Background: an optimization exercise with open tools, aiming at a short achievable clock period and few clock cycles. Do not read the settings as production practice.
At most, simulation tests tie the RTL to the original design; equivalence was not proved.
Power and IR drop assume default switching activity.

==> flow/design.v <==
module cpu(clk,reset,in,out,N,V,Z,w,mem_addr,mem_cmd,halt);
  input clk, reset;
  input [15:0] in;
  output [15:0] out;
  output N, V, Z, w;
  output [8:0] mem_addr;
  output [1:0] mem_cmd;
  output halt;
  reg [15:0] rf [0:7];
  reg fN, fV, fZ, fLT;      
  reg [8:0] ma;             
  reg mst;                  
  reg pk_f;                 
  reg pk_ld;                
  reg [2:0] p_rd;           
  reg [15:0] sd;            
  reg [8:0] nf;             
  reg hold;                 
  reg hp;                   
  reg halt_r;
  reg i_f;                  
  reg [8:0] i_pc;           
  reg i_ld;                 
  reg i_kill;               
  reg [2:0] i_rd;
  reg x_v;
  reg [15:0] x_a, x_b, x_c;   
  reg [2:0] x_ra, x_rb, x_rc;
  reg x_pa, x_pb, x_pc;     
  reg [1:0] x_sh;
  reg x_inv;
  reg x_cin, x_and, x_pass;
  reg x_cmp;
  reg x_wr;
  reg [2:0] x_rd;
  reg x_slow, x_st;
  reg [2:0] x_ldrd;
  reg x_jx;                 
  wire [15:0] sum;
  ksadd #(16, 4) alu_add(.a(x_a), .b(x_b), .cin(x_cin), .s(sum));
  wire [15:0] x_res = x_and ? (x_a & x_b) : x_pass ? x_b : sum;
  wire x_stall = x_v & (x_pa | x_pb | x_pc);
  wire x_ex = x_v & ~x_stall;
  wire xw = x_ex & x_wr;
  wire xs = x_ex & x_slow;
  wire xj = x_ex & x_jx;
  wire xl = xs & ~x_st;
  wire c_N = sum[15];
  wire c_Z = &(x_a ^ x_b);
  wire c_V = ~(x_a[15] ^ x_b[15]) & (x_a[15] ^ sum[15]);
  wire c_LT = c_N ^ c_V;
  wire new_fl = x_ex & x_cmp;
  assign mem_addr = ma;
  assign mem_cmd = mst ? 2'b10 : 2'b01;
  assign out = sd;
  assign halt = halt_r;
  assign w = halt_r;
  assign N = fN;
  assign V = fV;
  assign Z = fZ;
  wire dv = i_f & ~hp;
  wire [4:0] op = in[15:11];
  wire d_movi = op == 5'b11010;
  wire d_mov  = op == 5'b11000;
  wire d_add  = op == 5'b10100;
  wire d_cmp  = op == 5'b10101;
  wire d_and  = op == 5'b10110;
  wire d_mvn  = op == 5'b10111;
  wire d_ldr  = op == 5'b01100;
  wire d_str  = op == 5'b10000;
  wire d_b    = op == 5'b00100;
  wire d_bl   = op == 5'b01011;
  wire d_bx   = op == 5'b01000;
  wire d_blx  = op == 5'b01010;
  wire d_halt = in[15:13] == 3'b111;
  wire d_mem  = d_ldr | d_str;
  wire d_breg = d_mov | d_add | d_cmp | d_and | d_mvn;
  wire d_jreg = d_bx | d_blx;
  wire [2:0] rn = in[10:8];
  wire [2:0] rd = in[7:5];
  wire [2:0] rm = in[2:0];
  wire [15:0] sx5 = {{11{in[4]}}, in[4:0]};
  wire [15:0] sx8 = {{8{in[7]}}, in[7:0]};
  wire [8:0] pc1;
  ksadd #(9, 4) pc_inc(.a(i_pc), .b(9'd0), .cin(1'b1), .s(pc1));
  wire [15:0] link = {8'd0, pc1[7:0]};
  wire blx_same = d_blx & (rn == rd);
  wire fw_n = xw & (x_rd == rn);
  wire fw_m = xw & (x_rd == rm);
  wire fw_d = xw & (x_rd == rd);
  wire [15:0] rd_n = fw_n ? x_res : rf[rn];
  wire [15:0] rd_d = fw_d ? x_res : rf[rd];
  wire pn_n = ~fw_n & ((pk_ld & (p_rd == rn)) | (xl & (x_ldrd == rn)));
  wire pn_m = ~fw_m & ((pk_ld & (p_rd == rm)) | (xl & (x_ldrd == rm)));
  wire pn_d = ~fw_d & ((pk_ld & (p_rd == rd)) | (xl & (x_ldrd == rd)));
  wire [1:0] sh = in[4:3];
  wire inv = d_cmp | d_mvn;
  reg [15:0] bsh, fsh;      
  always @* begin
    case (sh)
      2'b00: begin bsh = rf[rm]; fsh = x_res; end
      2'b01: begin bsh = {rf[rm][14:0], 1'b0}; fsh = {x_res[14:0], 1'b0}; end
      2'b10: begin bsh = {1'b0, rf[rm][15:1]}; fsh = {1'b0, x_res[15:1]}; end
      default: begin bsh = {rf[rm][15], rf[rm][15:1]}; fsh = {x_res[15], x_res[15:1]}; end
    endcase
  end
  wire [15:0] b_rf = d_breg ? (inv ? ~bsh : bsh) : d_movi ? sx8 : (d_bl | d_blx) ? link : sx5;
  wire [15:0] b_fw = inv ? ~fsh : fsh;
  reg [15:0] ish;           
  always @* begin
    case (x_sh)
      2'b00: ish = in;
      2'b01: ish = {in[14:0], 1'b0};
      2'b10: ish = {1'b0, in[15:1]};
      default: ish = {in[15], in[15:1]};
    endcase
  end
  wire d_slow = fw_n | pn_n | (d_str & pn_d) | xs;
  wire [8:0] base = rf[rn][8:0];
  wire [5:0] da_lo;
  ksadd #(6, 3) da_lo_add(.a({1'b0, base[4:0]}), .b({1'b0, in[4:0]}), .cin(1'b0), .s(da_lo));
  wire [3:0] hi_p, hi_m;
  ksadd #(4, 2) hi_inc(.a(base[8:5]), .b(4'd0), .cin(1'b1), .s(hi_p));
  ksadd #(4, 2) hi_dec(.a(base[8:5]), .b(4'b1111), .cin(1'b0), .s(hi_m));
  wire [3:0] da_hi = in[4] ? (da_lo[5] ? base[8:5] : hi_m) : (da_lo[5] ? hi_p : base[8:5]);
  wire [8:0] d_da = {da_hi, da_lo[4:0]};
  wire d_memfast = dv & d_mem & ~d_slow;
  wire d_memslow = dv & d_mem & d_slow;
  wire c_al = rn == 3'b000;
  wire c_eq = rn == 3'b001;
  wire c_ne = rn == 3'b010;
  wire c_lt = rn == 3'b011;
  wire c_le = rn == 3'b100;
  wire ok_old = c_al | (c_eq & fZ) | (c_ne & ~fZ) | (c_lt & fLT) | (c_le & (fZ | fLT));
  wire ok_new = c_al | (c_eq & c_Z) | (c_ne & ~c_Z) | (c_lt & c_LT) | (c_le & (c_Z | c_LT));
  wire cond_ok = new_fl ? ok_new : ok_old;
  wire jwait = d_jreg & ~blx_same & ((fw_d & ~x_pass) | pn_d);
  wire d_tk = dv & ((d_b & cond_ok) | d_bl | (d_jreg & ~jwait));
  wire d_jw = dv & jwait;
  wire [4:0] bt_lo;
  ksadd #(5, 3) bt_lo_add(.a({1'b0, pc1[3:0]}), .b({1'b0, in[3:0]}), .cin(1'b0), .s(bt_lo));
  wire [4:0] bt_h0, bt_h1;
  ksadd #(5, 3) bt_h0_add(.a(pc1[8:4]), .b({in[7], in[7:4]}), .cin(1'b0), .s(bt_h0));
  ksadd #(5, 3) bt_h1_add(.a(pc1[8:4]), .b({in[7], in[7:4]}), .cin(1'b1), .s(bt_h1));
  wire [8:0] bt = {bt_lo[4] ? bt_h1 : bt_h0, bt_lo[3:0]};
  wire [8:0] jt = blx_same ? {1'b0, pc1[7:0]} : fw_d ? x_b[8:0] : rf[rd][8:0];
  wire [8:0] tgt = d_jreg ? jt : bt;
  wire [8:0] ma1;
  ksadd #(9, 4) ma_inc(.a(ma), .b(9'd0), .cin(1'b1), .s(ma1));
  wire [8:0] nf_seq = pk_f ? ma1 : nf;
  wire [8:0] nf_n = xj ? x_c[8:0] : d_tk ? tgt : nf_seq;
  wire [8:0] ma_base = xs ? x_res[8:0] : xj ? x_c[8:0] : nf_seq;
  wire hold_n = d_memslow | d_jw | (hold & ~(xs | xj));
  wire hp_n = hp | (dv & d_halt);
  always @(posedge clk) begin
    if (xw) rf[x_rd] <= x_res;
    if (i_ld & ~i_kill & ~(xw & (x_rd == i_rd))) rf[i_rd] <= in;
    if (new_fl) begin
      fN <= c_N;
      fZ <= c_Z;
      fV <= c_V;
      fLT <= c_LT;
    end
    i_pc <= ma;
    i_rd <= p_rd;
    i_kill <= xw & (x_rd == p_rd);
    nf <= nf_n;
    if (d_memfast) ma <= d_da;
    else if (d_tk & ~xs) ma <= tgt;
    else ma <= ma_base;
    if (xs) begin
      p_rd <= x_ldrd;
      sd <= x_c;
    end else begin
      p_rd <= rd;
      sd <= rd_d;
    end
    if (x_stall) begin
      if (x_pa & i_ld & ~i_kill & (i_rd == x_ra) & ~(pk_ld & (p_rd == x_ra))) begin x_a <= in; x_pa <= 1'b0; end
      if (x_pb & i_ld & ~i_kill & (i_rd == x_rb) & ~(pk_ld & (p_rd == x_rb))) begin x_b <= x_inv ? ~ish : ish; x_pb <= 1'b0; end
      if (x_pc & i_ld & ~i_kill & (i_rd == x_rc) & ~(pk_ld & (p_rd == x_rc))) begin x_c <= in; x_pc <= 1'b0; end
    end else begin
      x_a <= rd_n;
      x_b <= (fw_m & d_breg) ? b_fw : b_rf;
      x_c <= rd_d;
      x_ra <= rn;
      x_rb <= rm;
      x_rc <= rd;
      x_pa <= pn_n & (d_add | d_cmp | d_and | d_mem);
      x_pb <= pn_m & d_breg;
      x_pc <= pn_d & (d_str | (d_jreg & ~blx_same));
      x_sh <= sh;
      x_inv <= inv;
      x_cin <= d_cmp;
      x_and <= d_and;
      x_pass <= d_movi | d_mov | d_mvn | d_bl | d_blx;
      x_cmp <= d_cmp;
      x_wr <= d_movi | d_mov | d_add | d_and | d_mvn | d_bl | d_blx;
      x_rd <= (d_movi | d_bl | d_blx) ? rn : rd;
      x_slow <= d_mem & d_slow;
      x_st <= d_str;
      x_ldrd <= rd;
      x_jx <= jwait;
    end
    if (reset) begin
      mst <= 1'b0;
      pk_ld <= 1'b0;
      pk_f <= 1'b1;
      ma <= 9'd0;
      nf <= 9'd0;
      hold <= 1'b0;
      hp <= 1'b0;
      halt_r <= 1'b0;
      i_f <= 1'b0;
      i_ld <= 1'b0;
      x_v <= 1'b0;
    end else begin
      i_f <= pk_f & ~(d_tk | d_jw);
      i_ld <= pk_ld;
      hold <= hold_n;
      hp <= hp_n;
      halt_r <= halt_r | (hp_n & ~xs);
      if (xs) begin
        mst <= x_st;
        pk_ld <= ~x_st;
        pk_f <= 1'b0;
      end else if (d_memfast) begin
        mst <= d_str;
        pk_ld <= d_ldr;
        pk_f <= 1'b0;
      end else begin
        mst <= 1'b0;
        pk_ld <= 1'b0;
        pk_f <= ~(hold_n | hp_n);
      end
      if (!x_stall) x_v <= dv & ~d_halt;
    end
  end
endmodule
module ksadd #(parameter W = 16, parameter L = 4) (a, b, cin, s);
  input [W-1:0] a, b;
  input cin;
  output [W-1:0] s;
  wire [W-1:0] p = a ^ b;
  wire [(L+1)*W-1:0] G, P;
  assign G[W-1:0] = a & b;
  assign P[W-1:0] = p;
  genvar l, i;
  generate
    for (l = 0; l < L; l = l + 1) begin : lev
      for (i = 0; i < W; i = i + 1) begin : bt
        if (i >= (1 << l)) begin : comb
          assign G[(l+1)*W+i] = G[l*W+i] | (P[l*W+i] & G[l*W+i-(1<<l)]);
          assign P[(l+1)*W+i] = P[l*W+i] & P[l*W+i-(1<<l)];
        end else begin : pass
          assign G[(l+1)*W+i] = G[l*W+i];
          assign P[(l+1)*W+i] = P[l*W+i];
        end
      end
    end
  endgenerate
  wire [W-1:0] c;
  assign c[0] = cin;
  generate
    for (i = 1; i < W; i = i + 1) begin : carry
      assign c[i] = G[L*W+i-1] | (P[L*W+i-1] & cin);
    end
  endgenerate
  assign s = p ^ c;
endmodule
export LEC_CHECK = 0
export ABC_CLOCK_PERIOD_IN_PS = 2500
export CAP_MARGIN = 20
export CORE_MARGIN = 2
export CORE_UTILIZATION = 55
export SETUP_SLACK_MARGIN = 5
export SLEW_MARGIN = 20
export TNS_END_PERCENT = 100
create_clock -name core_clock -period 8.0 [get_ports {clk}]
run.sh (not shown) runs the stock make flow with config.mk's settings and CLKGATE_MAP_FILE= SYNTH_SCRIPT=/design/flow/synth_recipe.tcl, a recipe that flattens the netlist after the stock synthesis.
The starting point finished with timing, DRC and antenna clean.
==> next run, changes <==
--- a/flow/design.v
+++ b/flow/design.v
@@ -116,14 +116,20 @@
     endcase
   end
   wire d_slow = fw_n | pn_n | (d_str & pn_d) | xs;
-  wire [8:0] base = rf[rn][8:0];
-  wire [5:0] da_lo;
-  ksadd #(6, 3) da_lo_add(.a({1'b0, base[4:0]}), .b({1'b0, in[4:0]}), .cin(1'b0), .s(da_lo));
-  wire [3:0] hi_p, hi_m;
-  ksadd #(4, 2) hi_inc(.a(base[8:5]), .b(4'd0), .cin(1'b1), .s(hi_p));
-  ksadd #(4, 2) hi_dec(.a(base[8:5]), .b(4'b1111), .cin(1'b0), .s(hi_m));
-  wire [3:0] da_hi = in[4] ? (da_lo[5] ? base[8:5] : hi_m) : (da_lo[5] ? hi_p : base[8:5]);
-  wire [8:0] d_da = {da_hi, da_lo[4:0]};
+  wire [8:0] da_k [0:7];
+  genvar dk;
+  generate
+    for (dk = 0; dk < 8; dk = dk + 1) begin : dak
+      wire [5:0] lo;
+      ksadd #(6, 3) lo_add(.a({1'b0, rf[dk][4:0]}), .b({1'b0, in[4:0]}), .cin(1'b0), .s(lo));
+      wire [3:0] hp, hm;
+      ksadd #(4, 2) h_inc(.a(rf[dk][8:5]), .b(4'd0), .cin(1'b1), .s(hp));
+      ksadd #(4, 2) h_dec(.a(rf[dk][8:5]), .b(4'b1111), .cin(1'b0), .s(hm));
+      wire [3:0] hi = in[4] ? (lo[5] ? rf[dk][8:5] : hm) : (lo[5] ? hp : rf[dk][8:5]);
+      assign da_k[dk] = {hi, lo[4:0]};
+    end
+  endgenerate
+  wire [8:0] d_da = da_k[rn];
   wire d_memfast = dv & d_mem & ~d_slow;
   wire d_memslow = dv & d_mem & d_slow;
   wire c_al = rn == 3'b000;
@@ -137,12 +143,8 @@
   wire jwait = d_jreg & ~blx_same & ((fw_d & ~x_pass) | pn_d);
   wire d_tk = dv & ((d_b & cond_ok) | d_bl | (d_jreg & ~jwait));
   wire d_jw = dv & jwait;
-  wire [4:0] bt_lo;
-  ksadd #(5, 3) bt_lo_add(.a({1'b0, pc1[3:0]}), .b({1'b0, in[3:0]}), .cin(1'b0), .s(bt_lo));
-  wire [4:0] bt_h0, bt_h1;
-  ksadd #(5, 3) bt_h0_add(.a(pc1[8:4]), .b({in[7], in[7:4]}), .cin(1'b0), .s(bt_h0));
-  ksadd #(5, 3) bt_h1_add(.a(pc1[8:4]), .b({in[7], in[7:4]}), .cin(1'b1), .s(bt_h1));
-  wire [8:0] bt = {bt_lo[4] ? bt_h1 : bt_h0, bt_lo[3:0]};
+  wire [8:0] bt;
+  ksadd #(9, 4) bt_add(.a(pc1), .b(sx8[8:0]), .cin(1'b0), .s(bt));
   wire [8:0] jt = blx_same ? {1'b0, pc1[7:0]} : fw_d ? x_b[8:0] : rf[rd][8:0];
   wire [8:0] tgt = d_jreg ? jt : bt;
   wire [8:0] ma1;
=>
- register-to-register slack gets worse by 0.04 ns
- final area goes up by 18%
- power goes up by 6.9%
- wire length came out higher by 27%
- combinational power came out higher by about 10%
Testbench counts after the change, summed over its fixed seeds: cycles 27,218.
Only the layout flow was run in the first run of this note; the RTL was not checked for function there.

## v30
Another version of the RTL of cpu (not shown whole).
For scale: ~2,000 cells after synthesis, about 260 flip-flops, about 50 I/O pins, roughly 19,000 um2 of cells after synthesis.
Design cpu, start of the top module:
module cpu(clk,reset,in,out,N,V,Z,w,mem_addr,mem_cmd,halt);
  input clk, reset;
  input [15:0] in;
  output [15:0] out;
  output N, V, Z, w;
  output [8:0] mem_addr;
  output [1:0] mem_cmd;
  output halt;
  reg [15:0] rf [0:7];
  reg fN, fV, fZ, fLT;      
  reg [8:0] ma;             
  reg mst;                  
  reg pk_f;                 
  reg pk_ld;                
  reg [2:0] p_rd;           
  reg [15:0] sd;            
  reg [8:0] nf;             
  reg hold;                 
  reg hp;                   
  reg halt_r;
  reg i_f;                  
  reg [8:0] i_pc;           
  reg i_ld;                 
  reg i_kill;               
  reg [2:0] i_rd;
  reg x_v;
  reg [15:0] x_a, x_b, x_c;   
  reg [2:0] x_ra, x_rb, x_rc;
  reg x_pa, x_pb, x_pc;     
  reg [1:0] x_sh;
  reg x_inv;
  reg x_cin, x_and, x_pass;
  reg x_cmp;
  reg x_wr;
  reg [2:0] x_rd;
  reg x_slow, x_st;
  reg [2:0] x_ldrd;
  reg x_jx;                 
  wire [15:0] sum;
  ksadd #(16, 4) alu_add(.a(x_a), .b(x_b), .cin(x_cin), .s(sum));
  wire [15:0] x_res = x_and ? (x_a & x_b) : x_pass ? x_b : sum;
  wire x_stall = x_v & (x_pa | x_pb | x_pc);
  wire x_ex = x_v & ~x_stall;
  wire xw = x_ex & x_wr;
  wire xs = x_ex & x_slow;
  wire xj = x_ex & x_jx;
  wire xl = xs & ~x_st;
  wire c_N = sum[15];
  wire c_Z = &(x_a ^ x_b);
  wire c_V = ~(x_a[15] ^ x_b[15]) & (x_a[15] ^ sum[15]);
  wire c_LT = c_N ^ c_V;
  wire new_fl = x_ex & x_cmp;
  assign mem_addr = ma;
  assign mem_cmd = mst ? 2'b10 : 2'b01;
  assign out = sd;
  assign halt = halt_r;
  assign w = halt_r;
  assign N = fN;
  assign V = fV;
  assign Z = fZ;
  wire dv = i_f & ~hp;
  wire [4:0] op = in[15:11];
  wire d_movi = op == 5'b11010;
  wire d_mov  = op == 5'b11000;
  wire d_add  = op == 5'b10100;
  wire d_cmp  = op == 5'b10101;
  wire d_and  = op == 5'b10110;
  wire d_mvn  = op == 5'b10111;
  wire d_ldr  = op == 5'b01100;
  wire d_str  = op == 5'b10000;
  wire d_b    = op == 5'b00100;
  wire d_bl   = op == 5'b01011;
  wire d_bx   = op == 5'b01000;
  wire d_blx  = op == 5'b01010;
  wire d_halt = in[15:13] == 3'b111;
  wire d_mem  = d_ldr | d_str;
  wire d_breg = d_mov | d_add | d_cmp | d_and | d_mvn;
  wire d_jreg = d_bx | d_blx;
  wire [2:0] rn = in[10:8];
  wire [2:0] rd = in[7:5];
  wire [2:0] rm = in[2:0];
  wire [15:0] sx5 = {{11{in[4]}}, in[4:0]};
  wire [15:0] sx8 = {{8{in[7]}}, in[7:0]};
  ...
==> flow/config.mk <==
export PLATFORM = sky130hd
export DESIGN_NAME = cpu
export DESIGN_NICKNAME = cpu
export VERILOG_FILES = /design/flow/design.v
export SDC_FILE = /design/flow/constraint.sdc
export NUM_CORES = 4
export LEC_CHECK = 0
export ABC_CLOCK_PERIOD_IN_PS = 2500
export CAP_MARGIN = 20
export CORE_MARGIN = 2
export CORE_UTILIZATION = 55
export SETUP_SLACK_MARGIN = 5
export SLEW_MARGIN = 20
export TNS_END_PERCENT = 100
==> flow/constraint.sdc <==
create_clock -name core_clock -period 8.0 [get_ports {clk}]
set_input_delay 1.6000 -clock core_clock [delete_from_list [all_inputs] [get_ports {clk}]]
set_output_delay 1.6000 -clock core_clock [all_outputs]
set_load 0.01 [all_outputs]
Having completed the whole flow, v30 delivered a layout that passed the timing, DRC and antenna checks.
Testbench counts of v30, summed over its fixed seeds: cycles 27,218.
### v30 -> v19
--- a/flow/design.v
+++ b/flow/design.v
@@ -113,20 +113,26 @@
       2'b01: ish = {in[14:0], 1'b0};
       2'b10: ish = {1'b0, in[15:1]};
       default: ish = {in[15], in[15:1]};
     endcase
   end
   wire d_slow = fw_n | pn_n | (d_str & pn_d) | xs;
-  wire [8:0] base = rf[rn][8:0];
-  wire [5:0] da_lo;
-  ksadd #(6, 3) da_lo_add(.a({1'b0, base[4:0]}), .b({1'b0, in[4:0]}), .cin(1'b0), .s(da_lo));
-  wire [3:0] hi_p, hi_m;
-  ksadd #(4, 2) hi_inc(.a(base[8:5]), .b(4'd0), .cin(1'b1), .s(hi_p));
-  ksadd #(4, 2) hi_dec(.a(base[8:5]), .b(4'b1111), .cin(1'b0), .s(hi_m));
-  wire [3:0] da_hi = in[4] ? (da_lo[5] ? base[8:5] : hi_m) : (da_lo[5] ? hi_p : base[8:5]);
-  wire [8:0] d_da = {da_hi, da_lo[4:0]};
+  wire [8:0] da_k [0:7];
+  genvar dk;
+  generate
+    for (dk = 0; dk < 8; dk = dk + 1) begin : dak
+      wire [5:0] lo;
+      ksadd #(6, 3) lo_add(.a({1'b0, rf[dk][4:0]}), .b({1'b0, in[4:0]}), .cin(1'b0), .s(lo));
+      wire [3:0] hp, hm;
+      ksadd #(4, 2) h_inc(.a(rf[dk][8:5]), .b(4'd0), .cin(1'b1), .s(hp));
+      ksadd #(4, 2) h_dec(.a(rf[dk][8:5]), .b(4'b1111), .cin(1'b0), .s(hm));
+      wire [3:0] hi = in[4] ? (lo[5] ? rf[dk][8:5] : hm) : (lo[5] ? hp : rf[dk][8:5]);
+      assign da_k[dk] = {hi, lo[4:0]};
+    end
+  endgenerate
+  wire [8:0] d_da = da_k[rn];
   wire d_memfast = dv & d_mem & ~d_slow;
   wire d_memslow = dv & d_mem & d_slow;
   wire c_al = rn == 3'b000;
   wire c_eq = rn == 3'b001;
   wire c_ne = rn == 3'b010;
   wire c_lt = rn == 3'b011;
@@ -134,14 +140,18 @@
   wire ok_old = c_al | (c_eq & fZ) | (c_ne & ~fZ) | (c_lt & fLT) | (c_le & (fZ | fLT));
   wire ok_new = c_al | (c_eq & c_Z) | (c_ne & ~c_Z) | (c_lt & c_LT) | (c_le & (c_Z | c_LT));
   wire cond_ok = new_fl ? ok_new : ok_old;
   wire jwait = d_jreg & ~blx_same & ((fw_d & ~x_pass) | pn_d);
   wire d_tk = dv & ((d_b & cond_ok) | d_bl | (d_jreg & ~jwait));
   wire d_jw = dv & jwait;
-  wire [8:0] bt;
-  ksadd #(9, 4) bt_add(.a(pc1), .b(sx8[8:0]), .cin(1'b0), .s(bt));
+  wire [4:0] bt_lo;
+  ksadd #(5, 3) bt_lo_add(.a({1'b0, pc1[3:0]}), .b({1'b0, in[3:0]}), .cin(1'b0), .s(bt_lo));
+  wire [4:0] bt_h0, bt_h1;
+  ksadd #(5, 3) bt_h0_add(.a(pc1[8:4]), .b({in[7], in[7:4]}), .cin(1'b0), .s(bt_h0));
+  ksadd #(5, 3) bt_h1_add(.a(pc1[8:4]), .b({in[7], in[7:4]}), .cin(1'b1), .s(bt_h1));
+  wire [8:0] bt = {bt_lo[4] ? bt_h1 : bt_h0, bt_lo[3:0]};
   wire [8:0] jt = blx_same ? {1'b0, pc1[7:0]} : fw_d ? x_b[8:0] : rf[rd][8:0];
   wire [8:0] tgt = d_jreg ? jt : bt;
   wire [8:0] ma1;
   ksadd #(9, 4) ma_inc(.a(ma), .b(9'd0), .cin(1'b1), .s(ma1));
   wire [8:0] nf_seq = pk_f ? ma1 : nf;
   wire [8:0] nf_n = xj ? x_c[8:0] : d_tk ? tgt : nf_seq;
==> comparison <==
- Run comparison: v30 highest signal layer in the routed design met4; v19 highest signal layer in the routed design met5
- Looking only at post-detailed-routing wire length, and setting everything else aside, the lower value of v30 and v19 goes to v30.
- | total of cells resized after clock tree synthesis | higher: v19 |
- The run showing the smaller post-place instance area is v30.
- Against v30 as the reference, v19 delivers a lower synthesis-to-finish area growth.
- In terms of relative contribution of combinational cells to total power, v19 and v30 differ only marginally.
- The floorplan die width of v19 exceeds that of v30 by about 5%.
- There was hardly any difference in combinational power between v30 and v19.
- Going from v30 to v19, vertical extent of the die grew by 4.8%, wire length of the first global-routing pass grew by 16%, xor and xnor area share after synthesis grew by 1.8 points.
- Comparing v30 and v19, the lower average vias per placed instance is on v30.
- The leakage dissipation in v30 is 0.896 times that in v19.
Testbench counts of v19, summed over its fixed seeds: cycles 27,218.

[port drivers added, routing unchanged]
The results above use ideal ports. As a check the final layouts listed here were re-extracted and re-timed, cells and wires unchanged.
Step 1 assumes that a clkbuf_16 drives the clock port and a buf_2 every other input.
Step 2, shift: input delay + t, output delay - t, t = (earliest + latest rising clock arrival at the registers) / 2. This alone moves slack from input paths to output paths.
a / b / c = ideal / step 1 / step 2; a / b = the first two.
run	t, ns	setup WS [ns]	worst data-port slew with drivers (ns)
the first run of note 1	0.651	4.380 / 4.161 / 3.509	0.31
the second run of note 1	0.627	4.411 / 4.331 / 3.704	0.21
v30	0.657	4.425 / 4.357 / 3.700	0.43
v19	0.653	4.413 / 4.299 / 3.645	0.33
After both steps every run listed still meets setup and hold. The setup slack of the first run of note 1, which loses most, moves by -0.219 ns with the drivers and by -0.871 ns with both steps.
